What follows belongs to an exercise in optimizing a design on an open flow for a short achievable clock period and few clock cycles; a production flow would make more cautious choices.
The RTL was checked by simulation tests, not by an equivalence proof against the original design.

==> run a <==
==> flow/design.v <==
module reuleaux(input logic clk, input logic rst_n, input logic [2:0] colour,
                input logic [7:0] centre_x, input logic [6:0] centre_y, input logic [7:0] diameter,
                input logic start, output logic done,
                output logic [7:0] vga_x, output logic [6:0] vga_y,
                output logic [2:0] vga_colour, output logic vga_plot);
     localparam int F = 8;    
     logic [7:0] p_cx, p_d;
     logic [6:0] p_cy;
     logic [7:0] b_x1, b_x2, b_x3, b_y1;
     logic [7:0] ox, oy;
     logic signed [10:0] crit, c_a, c_b;
     logic stepping;
     logic act_r, first_r, eq_r;    
     logic [2:0][3:0][7:0] cx_r;
     logic [1:0][3:0][7:0] cy_r;
     logic clearing, ld, busy;
     logic [7:0] clr_x;
     logic [6:0] clr_y;
     logic [23:0] h_m;
     logic [7:0]  h_ox, h_oy;
     logic [23:0] f_m  [F];
     logic [7:0]  f_ox [F];
     logic [7:0]  f_oy [F];
     logic [2:0]  f_rd, f_wr;
     logic [3:0]  f_n;
     logic [7:0] n_x1, n_x2;
     logic [6:0] n_y1;
     always_comb begin
          n_x1 = p_cx + 8'((9'(p_d) + 9'd1) >> 1);
          n_x2 = p_cx - (p_d >> 1);
          n_y1 = p_cy + 7'(p_d * 7'd74);
     end
     logic act, adv, push, dec;
     logic [23:0] vis, m_step;
     logic [7:0] dup;
     logic [7:0] ox_n, oy_n;
     always_comb begin
          act = stepping && act_r;
          adv = act && (f_n != 4'(F));
          dec = (crit > 0);
          ox_n = ox - 8'(dec);
          oy_n = oy + 8'd1;
          for (int k = 0; k < 3; k++) begin
               logic [7:0] xs [8];
               logic [7:0] ys [8];
               logic [7:0] lo, hi;
               logic r;
               r = (k == 2);
               xs[0] = cx_r[k][0]; ys[0] = cy_r[r][0];
               xs[1] = cx_r[k][2]; ys[1] = cy_r[r][2];
               xs[2] = cx_r[k][3]; ys[2] = cy_r[r][2];
               xs[3] = cx_r[k][1]; ys[3] = cy_r[r][0];
               xs[4] = cx_r[k][1]; ys[4] = cy_r[r][1];
               xs[5] = cx_r[k][3]; ys[5] = cy_r[r][3];
               xs[6] = cx_r[k][2]; ys[6] = cy_r[r][3];
               xs[7] = cx_r[k][0]; ys[7] = cy_r[r][1];
               lo = (k == 1) ? b_x3 : b_x2;
               hi = (k == 0) ? b_x3 : b_x1;
               for (int o = 0; o < 8; o++) begin
                    if (k == 2)
                         vis[8*k+o] = xs[o] < 8'd160 && ys[o] < 8'd120 && xs[o] >= lo && xs[o] <= hi
                                      && ys[o] >= b_y1;
                    else
                         vis[8*k+o] = xs[o] < 8'd160 && ys[o] < 8'd120 && xs[o] >= lo && xs[o] <= hi
                                      && ys[o] <= b_y1 && ys[o] >= 8'd23;
               end
          end
          dup = 8'd0;
          if (first_r) dup = dup | 8'b1101_0100;
          if (eq_r)    dup = dup | 8'b1010_1010;
          m_step = vis & ~{dup, dup, dup};
          push = adv && (m_step != 24'd0);
     end
     always_ff @(posedge clk) begin
          if (ld) begin
               b_x1 <= n_x1; b_x2 <= n_x2; b_x3 <= p_cx; b_y1 <= {1'b0, n_y1};
               ox <= p_d;
               oy <= 8'd0;
               act_r <= 1'b1;
               first_r <= 1'b1;
               eq_r <= (p_d == 8'd0);
               crit <= 11'sd1 - 11'(p_d);
               c_a <= 11'sd3;
               c_b <= (p_d == 8'd0) ? -11'sd507 : 11'sd5 - 11'(2 * p_d);
               cx_r[0] <= {n_x1, n_x1, n_x2, n_x1 + p_d};
               cx_r[1] <= {n_x2, n_x2, n_x2 - p_d, n_x1};
               cx_r[2] <= {p_cx, p_cx, p_cx - p_d, p_cx + p_d};
               cy_r[0] <= {{1'b0, n_y1} - p_d, {1'b0, n_y1} + p_d, {1'b0, n_y1}, {1'b0, n_y1}};
               cy_r[1] <= {8'd23 - p_d, 8'd23 + p_d, 8'd23, 8'd23};
          end else if (adv) begin
               ox <= ox_n;
               oy <= oy_n;
               act_r <= (oy_n <= ox_n);
               first_r <= 1'b0;
               eq_r <= (ox_n == oy_n);
               crit <= crit + (dec ? c_b : c_a);
               c_a <= c_a + 11'sd2;
               c_b <= c_b + (dec ? 11'sd4 : 11'sd2);
               for (int k = 0; k < 3; k++) begin
                    cx_r[k][0] <= cx_r[k][0] - 8'(dec);
                    cx_r[k][1] <= cx_r[k][1] + 8'(dec);
                    cx_r[k][2] <= cx_r[k][2] + 8'd1;
                    cx_r[k][3] <= cx_r[k][3] - 8'd1;
               end
               for (int r = 0; r < 2; r++) begin
                    cy_r[r][0] <= cy_r[r][0] + 8'd1;
                    cy_r[r][1] <= cy_r[r][1] - 8'd1;
                    cy_r[r][2] <= cy_r[r][2] - 8'(dec);
                    cy_r[r][3] <= cy_r[r][3] + 8'(dec);
               end
          end
     end
     logic [23:0] pm, low, rest;
     logic live, take, f_any, byp;
     logic [7:0] e_x, e_y, l_x, l_y;
     always_comb begin
          f_any = (f_n != 4'd0);
          live = (h_m == 24'd0) && !f_any;
          pm = live ? (adv ? m_step : 24'd0) : h_m;
          low = pm & (~pm + 24'd1);
          rest = pm & ~low;
          take = (rest == 24'd0);           
          byp = !f_any && (live || take);   
          e_x = 8'd0; e_y = 8'd0; l_x = 8'd0; l_y = 8'd0;
          for (int k = 0; k < 3; k++) begin
               logic [7:0] c, cy;
               logic [7:0] xa, xb, xc, xd, ya, yb, yc, yd;
               logic r;
               r = (k == 2);
               c = (k == 0) ? b_x1 : (k == 1) ? b_x2 : b_x3;
               cy = (k == 2) ? 8'd23 : b_y1;
               xa = c + h_ox; xb = c - h_ox; xc = c + h_oy; xd = c - h_oy;
               ya = cy + h_oy; yb = cy - h_oy; yc = cy + h_ox; yd = cy - h_ox;
               e_x = e_x | ({8{low[8*k+0] | low[8*k+7]}} & xa) | ({8{low[8*k+3] | low[8*k+4]}} & xb)
                         | ({8{low[8*k+1] | low[8*k+6]}} & xc) | ({8{low[8*k+2] | low[8*k+5]}} & xd);
               e_y = e_y | ({8{low[8*k+0] | low[8*k+3]}} & ya) | ({8{low[8*k+4] | low[8*k+7]}} & yb)
                         | ({8{low[8*k+1] | low[8*k+2]}} & yc) | ({8{low[8*k+5] | low[8*k+6]}} & yd);
               l_x = l_x | ({8{low[8*k+0] | low[8*k+7]}} & cx_r[k][0]) | ({8{low[8*k+3] | low[8*k+4]}} & cx_r[k][1])
                         | ({8{low[8*k+1] | low[8*k+6]}} & cx_r[k][2]) | ({8{low[8*k+2] | low[8*k+5]}} & cx_r[k][3]);
               l_y = l_y | ({8{low[8*k+0] | low[8*k+3]}} & cy_r[r][0]) | ({8{low[8*k+4] | low[8*k+7]}} & cy_r[r][1])
                         | ({8{low[8*k+1] | low[8*k+2]}} & cy_r[r][2]) | ({8{low[8*k+5] | low[8*k+6]}} & cy_r[r][3]);
          end
          if (live) begin
               e_x = l_x; e_y = l_y;
          end
     end
     always_ff @(posedge clk) begin
          if (live) begin
               h_m <= rest; h_ox <= ox; h_oy <= oy;
          end else if (take) begin
               if (f_any) begin
                    h_m <= f_m[f_rd]; h_ox <= f_ox[f_rd]; h_oy <= f_oy[f_rd];
               end else begin
                    h_m <= adv ? m_step : 24'd0; h_ox <= ox; h_oy <= oy;
               end
          end else begin
               h_m <= rest;
          end
          if (adv) begin
               f_m[f_wr] <= m_step; f_ox[f_wr] <= ox; f_oy[f_wr] <= oy;
          end
     end
     always_ff @(posedge clk) begin
          if (clearing) begin
               p_cx <= 8'd80; p_cy <= 7'd60; p_d <= 8'd80;
          end else if (!busy_n) begin
               p_cx <= centre_x; p_cy <= centre_y; p_d <= diameter;
          end
     end
     always_ff @(posedge clk) begin
          vga_colour <= clearing ? 3'd0 : colour;
          if (clearing) begin
               vga_x <= clr_x; vga_y <= clr_y;
          end else begin
               vga_x <= e_x; vga_y <= e_y[6:0];
          end
     end
     logic rst_q;
     always_ff @(posedge clk) rst_q <= rst_n;
     logic busy_n, fin;
     always_comb fin = busy && !ld && !act && f_n == 4'd0 && h_m == 24'd0;
     always_ff @(posedge clk) begin
          if (!rst_n || !rst_q) begin
               done <= 1'b0;
               busy_n <= 1'b1;
          end else if (!busy_n && start) begin
               done <= 1'b0;
               busy_n <= 1'b1;
          end else if (fin) begin
               done <= 1'b1;
               busy_n <= 1'b0;
          end
     end
     always_ff @(posedge clk) begin
          if (!rst_q) begin
               vga_plot <= 1'b0;
               clearing <= 1'b1;
               clr_x <= 8'd0;
               clr_y <= 7'd0;
               ld <= 1'b0;
               busy <= 1'b0;
               stepping <= 1'b0;
               f_n <= 4'd0;
               f_rd <= 3'd0;
               f_wr <= 3'd0;
          end else begin
               vga_plot <= clearing || (pm != 24'd0);
               f_n <= f_n + 4'(push && !byp) - 4'(take && f_any);
               if (push && !byp) f_wr <= f_wr + 3'd1;
               if (take && f_any) f_rd <= f_rd + 3'd1;
               if (clearing) begin
                    if (clr_y == 7'd119) begin
                         clr_y <= 7'd0;
                         clr_x <= clr_x + 8'd1;
                         if (clr_x == 8'd159) begin
                              clearing <= 1'b0;
                              ld <= 1'b1;
                              busy <= 1'b1;
                         end
                    end else begin
                         clr_y <= clr_y + 7'd1;
                    end
               end
               if (!busy_n && start) begin
                    ld <= 1'b1;
                    busy <= 1'b1;
               end
               if (ld) begin
                    ld <= 1'b0;
                    stepping <= 1'b1;
               end else if (stepping && !act) begin
                    stepping <= 1'b0;
               end
               if (fin)
                    busy <= 1'b0;
          end
     end
endmodule
==> flow/flow/run.sh <==
#!/bin/bash
set -euo pipefail
MARGIN=$(cat flow/margin.txt 2>/dev/null || echo 14)
EXTRA=$(cat flow/extra.txt 2>/dev/null || true)
bash standard.sh SETUP_SLACK_MARGIN=$MARGIN $EXTRA finish > flow_make.log 2>&1
==> flow/flow/margin.txt <==
14
==> flow/standard.sh <==
#!/bin/bash
# synth_recipe.tcl (not shown) runs the flow's synth.tcl, then flattens the netlist and writes it again
# the make line also repeats each setting of config.mk as NAME=value (left out here)
make -C /OpenROAD-flow-scripts/flow DESIGN_CONFIG=/design/flow/config.mk WORK_HOME=/design/flow/orfs CLKGATE_MAP_FILE= SYNTH_SCRIPT=/design/flow/synth_recipe.tcl "${@:-finish}"
==> flow/config.mk <==
export PLATFORM = sky130hd
export DESIGN_NAME = reuleaux
export DESIGN_NICKNAME = reuleaux
export VERILOG_FILES = /design/flow/design.v
export SDC_FILE = /design/flow/constraint.sdc
export NUM_CORES = 4
export LEC_CHECK = 0
export ABC_CLOCK_PERIOD_IN_PS = 4000
export CAP_MARGIN = 20
export CORE_MARGIN = 2
export CORE_UTILIZATION = 40
export SLEW_MARGIN = 20
==> flow/constraint.sdc <==
create_clock -name core_clock -period 18.0 [get_ports {clk}]
set_input_delay 3.6000 -clock core_clock [delete_from_list [all_inputs] [get_ports {clk}]]
set_output_delay 3.6000 -clock core_clock [all_outputs]
set_load 0.01 [all_outputs]
==> inputs of run b, as changes to run a <==
--- a/flow/design.v
+++ b/flow/design.v
@@ -12,4 +12,5 @@
      logic stepping;
      logic act_r, first_r, eq_r;    
+     logic more_r;                  
      logic [2:0][3:0][7:0] cx_r;
      logic [1:0][3:0][7:0] cy_r;
@@ -33,8 +34,11 @@
      logic act, adv, push, dec;
      logic [23:0] vis, m_step;
-     logic [7:0] dup;
+     logic [7:0] dup, dup2;
+     logic [3:0][3:0] xeq, yeq;
+     localparam logic [15:0] XT = {2'd0, 2'd2, 2'd3, 2'd1, 2'd1, 2'd3, 2'd2, 2'd0};
+     localparam logic [15:0] YT = {2'd1, 2'd3, 2'd3, 2'd1, 2'd0, 2'd2, 2'd2, 2'd0};
      logic [7:0] ox_n, oy_n;
      always_comb begin
-          act = stepping && act_r;
+          act = stepping && act_r && more_r;
           adv = act && (f_n != 4'(F));
           dec = (crit > 0);
@@ -66,10 +70,45 @@
                end
           end
+          for (int a = 0; a < 4; a++)
+               for (int b = 0; b < 4; b++) begin
+                    xeq[a][b] = (cx_r[0][a] == cx_r[1][b]);
+                    yeq[a][b] = (cy_r[0][a] == cy_r[0][b]);
+               end
+          for (int o2 = 0; o2 < 8; o2++) begin
+               logic any;
+               any = 1'b0;
+               for (int o1 = 0; o1 < 8; o1++)
+                    any = any | (xeq[XT[2*o1 +: 2]][XT[2*o2 +: 2]] & yeq[YT[2*o1 +: 2]][YT[2*o2 +: 2]]);
+               dup2[o2] = any && (cx_r[1][XT[2*o2 +: 2]] == b_x3) && (b_x2 <= b_x3);
+          end
           dup = 8'd0;
           if (first_r) dup = dup | 8'b1101_0100;
           if (eq_r)    dup = dup | 8'b1010_1010;
-          m_step = vis & ~{dup, dup, dup};
+          m_step = vis & ~{dup, dup | dup2, dup};
           push = adv && (m_step != 24'd0);
      end
+     function automatic logic run_hits(input logic [7:0] s, input logic [7:0] len1,
+                                       input logic [7:0] a, input logic [7:0] b);
+          logic [7:0] d;
+          d = a - s;
+          run_hits = (a <= b) && ((a <= s && s <= b) || d <= len1);
+     endfunction
+     logic maybe;
+     always_comb begin
+          logic [7:0] len1, x1h, x2h, y12h;
+          logic h0, h1, h2;
+          len1 = ox - oy;
+          x1h = (b_x3 < 8'd160) ? b_x3 : 8'd159;
+          x2h = (b_x1 < 8'd160) ? b_x1 : 8'd159;
+          y12h = (b_y1 < 8'd120) ? b_y1 : 8'd119;
+          h0 = (run_hits(cx_r[0][2], len1, b_x2, x1h) || run_hits(cx_r[0][1], len1, b_x2, x1h))
+               && (run_hits(cy_r[0][0], len1, 8'd23, y12h) || run_hits(cy_r[0][3], len1, 8'd23, y12h));
+          h1 = (run_hits(cx_r[1][2], len1, b_x3, x2h) || run_hits(cx_r[1][1], len1, b_x3, x2h))
+               && (run_hits(cy_r[0][0], len1, 8'd23, y12h) || run_hits(cy_r[0][3], len1, 8'd23, y12h));
+          h2 = (run_hits(cx_r[2][2], len1, b_x2, x2h) || run_hits(cx_r[2][1], len1, b_x2, x2h))
+               && (run_hits(cy_r[1][0], len1, b_y1, 8'd119) || run_hits(cy_r[1][3], len1, b_y1, 8'd119));
+          maybe = first_r || h0 || h1 || h2;
+     end
+     always_ff @(posedge clk) more_r <= ld || maybe;
      always_ff @(posedge clk) begin
           if (ld) begin
@@ -111,15 +150,18 @@
           end
      end
-     logic [23:0] pm, low, rest;
-     logic live, take, f_any, byp;
+     logic [23:0] ms, low_h, rest_h, low_l, rest_l;
+     logic live, take_h, f_any, pop, byp;
      logic [7:0] e_x, e_y, l_x, l_y;
      always_comb begin
           f_any = (f_n != 4'd0);
           live = (h_m == 24'd0) && !f_any;
-          pm = live ? (adv ? m_step : 24'd0) : h_m;
-          low = pm & (~pm + 24'd1);
-          rest = pm & ~low;
-          take = (rest == 24'd0);           
-          byp = !f_any && (live || take);   
+          low_h = h_m & (~h_m + 24'd1);
+          rest_h = h_m & ~low_h;
+          take_h = (rest_h == 24'd0);       
+          pop = take_h && f_any;
+          byp = take_h && !f_any;           
+          ms = adv ? m_step : 24'd0;
+          low_l = ms & (~ms + 24'd1);
+          rest_l = ms & ~low_l;
           e_x = 8'd0; e_y = 8'd0; l_x = 8'd0; l_y = 8'd0;
           for (int k = 0; k < 3; k++) begin
@@ -132,12 +174,12 @@
                xa = c + h_ox; xb = c - h_ox; xc = c + h_oy; xd = c - h_oy;
                ya = cy + h_oy; yb = cy - h_oy; yc = cy + h_ox; yd = cy - h_ox;
-               e_x = e_x | ({8{low[8*k+0] | low[8*k+7]}} & xa) | ({8{low[8*k+3] | low[8*k+4]}} & xb)
-                         | ({8{low[8*k+1] | low[8*k+6]}} & xc) | ({8{low[8*k+2] | low[8*k+5]}} & xd);
-               e_y = e_y | ({8{low[8*k+0] | low[8*k+3]}} & ya) | ({8{low[8*k+4] | low[8*k+7]}} & yb)
-                         | ({8{low[8*k+1] | low[8*k+2]}} & yc) | ({8{low[8*k+5] | low[8*k+6]}} & yd);
-               l_x = l_x | ({8{low[8*k+0] | low[8*k+7]}} & cx_r[k][0]) | ({8{low[8*k+3] | low[8*k+4]}} & cx_r[k][1])
-                         | ({8{low[8*k+1] | low[8*k+6]}} & cx_r[k][2]) | ({8{low[8*k+2] | low[8*k+5]}} & cx_r[k][3]);
-               l_y = l_y | ({8{low[8*k+0] | low[8*k+3]}} & cy_r[r][0]) | ({8{low[8*k+4] | low[8*k+7]}} & cy_r[r][1])
-                         | ({8{low[8*k+1] | low[8*k+2]}} & cy_r[r][2]) | ({8{low[8*k+5] | low[8*k+6]}} & cy_r[r][3]);
+               e_x = e_x | ({8{low_h[8*k+0] | low_h[8*k+7]}} & xa) | ({8{low_h[8*k+3] | low_h[8*k+4]}} & xb)
+                         | ({8{low_h[8*k+1] | low_h[8*k+6]}} & xc) | ({8{low_h[8*k+2] | low_h[8*k+5]}} & xd);
+               e_y = e_y | ({8{low_h[8*k+0] | low_h[8*k+3]}} & ya) | ({8{low_h[8*k+4] | low_h[8*k+7]}} & yb)
+                         | ({8{low_h[8*k+1] | low_h[8*k+2]}} & yc) | ({8{low_h[8*k+5] | low_h[8*k+6]}} & yd);
+               l_x = l_x | ({8{low_l[8*k+0] | low_l[8*k+7]}} & cx_r[k][0]) | ({8{low_l[8*k+3] | low_l[8*k+4]}} & cx_r[k][1])
+                         | ({8{low_l[8*k+1] | low_l[8*k+6]}} & cx_r[k][2]) | ({8{low_l[8*k+2] | low_l[8*k+5]}} & cx_r[k][3]);
+               l_y = l_y | ({8{low_l[8*k+0] | low_l[8*k+3]}} & cy_r[r][0]) | ({8{low_l[8*k+4] | low_l[8*k+7]}} & cy_r[r][1])
+                         | ({8{low_l[8*k+1] | low_l[8*k+2]}} & cy_r[r][2]) | ({8{low_l[8*k+5] | low_l[8*k+6]}} & cy_r[r][3]);
           end
           if (live) begin
@@ -147,13 +189,13 @@
      always_ff @(posedge clk) begin
           if (live) begin
-               h_m <= rest; h_ox <= ox; h_oy <= oy;
-          end else if (take) begin
+               h_m <= rest_l; h_ox <= ox; h_oy <= oy;
+          end else if (take_h) begin
                if (f_any) begin
                     h_m <= f_m[f_rd]; h_ox <= f_ox[f_rd]; h_oy <= f_oy[f_rd];
                end else begin
-                    h_m <= adv ? m_step : 24'd0; h_ox <= ox; h_oy <= oy;
+                    h_m <= ms; h_ox <= ox; h_oy <= oy;
                end
           end else begin
-               h_m <= rest;
+               h_m <= rest_h;
           end
           if (adv) begin
@@ -205,8 +247,8 @@
                f_wr <= 3'd0;
           end else begin
-               vga_plot <= clearing || (pm != 24'd0);
-               f_n <= f_n + 4'(push && !byp) - 4'(take && f_any);
+               vga_plot <= clearing || (live ? (ms != 24'd0) : (h_m != 24'd0));
+               f_n <= f_n + 4'(push && !byp) - 4'(pop);
                if (push && !byp) f_wr <= f_wr + 3'd1;
-               if (take && f_any) f_rd <= f_rd + 3'd1;
+               if (pop) f_rd <= f_rd + 3'd1;
                if (clearing) begin
                     if (clr_y == 7'd119) begin
==> flow/flow/margin.txt (replaced) <==
13.5
==> inputs of run c, as changes to run a <==
--- a/flow/design.v
+++ b/flow/design.v
@@ -11,5 +11,4 @@
      logic signed [10:0] crit, c_a, c_b;
      logic stepping;
-     logic act_r, first_r, eq_r;    
      logic [2:0][3:0][7:0] cx_r;
      logic [1:0][3:0][7:0] cy_r;
@@ -34,11 +33,8 @@
      logic [23:0] vis, m_step;
      logic [7:0] dup;
-     logic [7:0] ox_n, oy_n;
      always_comb begin
-          act = stepping && act_r;
+          act = stepping && (oy <= ox);
           adv = act && (f_n != 4'(F));
           dec = (crit > 0);
-          ox_n = ox - 8'(dec);
-          oy_n = oy + 8'd1;
           for (int k = 0; k < 3; k++) begin
                logic [7:0] xs [8];
@@ -67,6 +63,6 @@
           end
           dup = 8'd0;
-          if (first_r) dup = dup | 8'b1101_0100;
-          if (eq_r)    dup = dup | 8'b1010_1010;
+          if (oy == 8'd0) dup = dup | 8'b1101_0100;
+          if (ox == oy)   dup = dup | 8'b1010_1010;
           m_step = vis & ~{dup, dup, dup};
           push = adv && (m_step != 24'd0);
@@ -77,7 +73,4 @@
                ox <= p_d;
                oy <= 8'd0;
-               act_r <= 1'b1;
-               first_r <= 1'b1;
-               eq_r <= (p_d == 8'd0);
                crit <= 11'sd1 - 11'(p_d);
                c_a <= 11'sd3;
@@ -89,9 +82,6 @@
                cy_r[1] <= {8'd23 - p_d, 8'd23 + p_d, 8'd23, 8'd23};
           end else if (adv) begin
-               ox <= ox_n;
-               oy <= oy_n;
-               act_r <= (oy_n <= ox_n);
-               first_r <= 1'b0;
-               eq_r <= (ox_n == oy_n);
+               ox <= ox - 8'(dec);
+               oy <= oy + 8'd1;
                crit <= crit + (dec ? c_b : c_a);
                c_a <= c_a + 11'sd2;
@@ -111,21 +101,17 @@
           end
      end
-     logic [23:0] pm, low, rest;
-     logic live, take, f_any, byp;
-     logic [7:0] e_x, e_y, l_x, l_y;
+     logic [23:0] low, rest;
+     logic take, f_any, byp;
+     logic [7:0] e_x, e_y;
      always_comb begin
+          low = h_m & (~h_m + 24'd1);
+          rest = h_m & ~low;
+          take = (rest == 24'd0);           
           f_any = (f_n != 4'd0);
-          live = (h_m == 24'd0) && !f_any;
-          pm = live ? (adv ? m_step : 24'd0) : h_m;
-          low = pm & (~pm + 24'd1);
-          rest = pm & ~low;
-          take = (rest == 24'd0);           
-          byp = !f_any && (live || take);   
-          e_x = 8'd0; e_y = 8'd0; l_x = 8'd0; l_y = 8'd0;
+          byp = take && !f_any;             
+          e_x = 8'd0; e_y = 8'd0;
           for (int k = 0; k < 3; k++) begin
                logic [7:0] c, cy;
                logic [7:0] xa, xb, xc, xd, ya, yb, yc, yd;
-               logic r;
-               r = (k == 2);
                c = (k == 0) ? b_x1 : (k == 1) ? b_x2 : b_x3;
                cy = (k == 2) ? 8'd23 : b_y1;
@@ -136,33 +122,25 @@
                e_y = e_y | ({8{low[8*k+0] | low[8*k+3]}} & ya) | ({8{low[8*k+4] | low[8*k+7]}} & yb)
                          | ({8{low[8*k+1] | low[8*k+2]}} & yc) | ({8{low[8*k+5] | low[8*k+6]}} & yd);
-               l_x = l_x | ({8{low[8*k+0] | low[8*k+7]}} & cx_r[k][0]) | ({8{low[8*k+3] | low[8*k+4]}} & cx_r[k][1])
-                         | ({8{low[8*k+1] | low[8*k+6]}} & cx_r[k][2]) | ({8{low[8*k+2] | low[8*k+5]}} & cx_r[k][3]);
-               l_y = l_y | ({8{low[8*k+0] | low[8*k+3]}} & cy_r[r][0]) | ({8{low[8*k+4] | low[8*k+7]}} & cy_r[r][1])
-                         | ({8{low[8*k+1] | low[8*k+2]}} & cy_r[r][2]) | ({8{low[8*k+5] | low[8*k+6]}} & cy_r[r][3]);
-          end
-          if (live) begin
-               e_x = l_x; e_y = l_y;
-          end
-     end
-     always_ff @(posedge clk) begin
-          if (live) begin
-               h_m <= rest; h_ox <= ox; h_oy <= oy;
-          end else if (take) begin
+          end
+     end
+     always_ff @(posedge clk) begin
+          if (take) begin
                if (f_any) begin
                     h_m <= f_m[f_rd]; h_ox <= f_ox[f_rd]; h_oy <= f_oy[f_rd];
                end else begin
-                    h_m <= adv ? m_step : 24'd0; h_ox <= ox; h_oy <= oy;
+                    h_m <= push ? m_step : 24'd0; h_ox <= ox; h_oy <= oy;
                end
           end else begin
                h_m <= rest;
           end
-          if (adv) begin
+          if (push && !byp) begin
                f_m[f_wr] <= m_step; f_ox[f_wr] <= ox; f_oy[f_wr] <= oy;
           end
+          if (!rst_n) h_m <= 24'd0;
      end
      always_ff @(posedge clk) begin
           if (clearing) begin
                p_cx <= 8'd80; p_cy <= 7'd60; p_d <= 8'd80;
-          end else if (!busy_n) begin
+          end else if (done) begin
                p_cx <= centre_x; p_cy <= centre_y; p_d <= diameter;
           end
@@ -176,22 +154,7 @@
           end
      end
-     logic rst_q;
-     always_ff @(posedge clk) rst_q <= rst_n;
-     logic busy_n, fin;
-     always_comb fin = busy && !ld && !act && f_n == 4'd0 && h_m == 24'd0;
-     always_ff @(posedge clk) begin
-          if (!rst_n || !rst_q) begin
+     always_ff @(posedge clk) begin
+          if (!rst_n) begin
                done <= 1'b0;
-               busy_n <= 1'b1;
-          end else if (!busy_n && start) begin
-               done <= 1'b0;
-               busy_n <= 1'b1;
-          end else if (fin) begin
-               done <= 1'b1;
-               busy_n <= 1'b0;
-          end
-     end
-     always_ff @(posedge clk) begin
-          if (!rst_q) begin
                vga_plot <= 1'b0;
                clearing <= 1'b1;
@@ -205,5 +168,5 @@
                f_wr <= 3'd0;
           end else begin
-               vga_plot <= clearing || (pm != 24'd0);
+               vga_plot <= clearing || (h_m != 24'd0);
                f_n <= f_n + 4'(push && !byp) - 4'(take && f_any);
                if (push && !byp) f_wr <= f_wr + 3'd1;
@@ -222,5 +185,6 @@
                     end
                end
-               if (!busy_n && start) begin
+               if (done && start) begin
+                    done <= 1'b0;
                     ld <= 1'b1;
                     busy <= 1'b1;
@@ -232,6 +196,8 @@
                     stepping <= 1'b0;
                end
-               if (fin)
+               if (busy && !ld && !act && f_n == 4'd0 && h_m == 24'd0) begin
                     busy <= 1'b0;
+                    done <= 1'b1;
+               end
           end
      end
==> flow/run.sh (new file) <==
#!/bin/bash
# synth_recipe.tcl (not shown) runs the flow's synth.tcl, then flattens the netlist and writes it again
# the make line also repeats each setting of config.mk as NAME=value (left out here)
make -C /OpenROAD-flow-scripts/flow DESIGN_CONFIG=/design/flow/config.mk WORK_HOME=/design/flow/orfs CLKGATE_MAP_FILE= SYNTH_SCRIPT=/design/flow/synth_recipe.tcl finish
removed: flow/flow/run.sh
removed: flow/flow/margin.txt
removed: flow/standard.sh
==> comparison table <==
Run status: run b finished clean; run a finished clean; run c finished clean
CP required: run b 14.40 ns; run a 18.58 ns; run c 14.40 ns
Met3 routing resource usage after global routing: run b 6.127%; run a 5.591%; run c 3.587%
Area growth, synth to finish: run b 14.93%; run a 19.90%; run c 11.15%
Maximum resistive drop on vdd: run b 0.00008271 V; run a 0.00008743 V; run c 0.00006616 V
Setup CP Type: run b reg2out; run a reg2reg; run c reg2out
Fraction of area in non-clock buffers: run b 5.033%; run a 5.595%; run c 1.662%
Sinks on Clock Net: run b 679; run a 678; run c 673
Total GRT Usage: run b 29.77%; run a 26.36%; run c 22.29%
Post-Route Hold Slack: run b 0.4663 ns; run a 0.4315 ns; run c 0.4862 ns
Floorplan die width: run b 369.3 um; run a 338.5 um; run c 330.7 um
Crit path max fanout: run b 1; run a 6; run c 28
Number of cells upsized or downsized after cts: run b 238; run a 296; run c 0
Mean post-synth cell area: run b 9.986 um^2; run a 10.84 um^2; run c 11.00 um^2
Number of synthesized register bits: run b 679; run a 678; run c 673
RSZ-0062 raised after global routing: run b true; run a true; run c false
Least setup slack across all paths after layout: run b 13.17 ns; run a 12.94 ns; run c 12.03 ns
Detailed Routing Iterations Pass 1: run b 8; run a 10; run c 5
Testbench counts of run a, summed over its fixed seeds: cycles 25,282.
Testbench counts of run b, summed over its fixed seeds: cycles 24,845.
Testbench counts of run c, summed over its fixed seeds: cycles 25,527.

==> what the ideal ports hide <==
Ports are ideal in the flow. The routed layouts listed here were re-timed in OpenROAD. Step 1 assumes that a clkbuf_16 drives the clock port and a buf_2 every other input. Step 2 adds t to the input delays and takes it off the output delays; t is the mean of the earliest and latest rising clock arrival at the registers after step 1. Input paths then give back, and output paths get back, about the clock's delay inside the block. Three values: no drivers, after step 1, after step 2; two values: the first two.
| run | shift t [ns] | setup WS [ns] | worst hold slack (ns) | worst setup path at the end | pins driven straight from the clock port |
|---|---|---|---|---|---|
| run a | 0.734 | 12.944 / 12.944 / 12.944 | 0.431 / 0.431 / 0.431 | register to register | 1 |
| run b | 0.764 | 13.174 / 13.104 / 13.332 | 0.466 / 0.466 / 0.466 | input to register | 1 |
| run c | 0.713 | 12.033 / 11.963 / 12.076 | 0.486 / 0.486 / 0.486 | register to register | 1 |
After both steps every run listed still meets setup and hold.
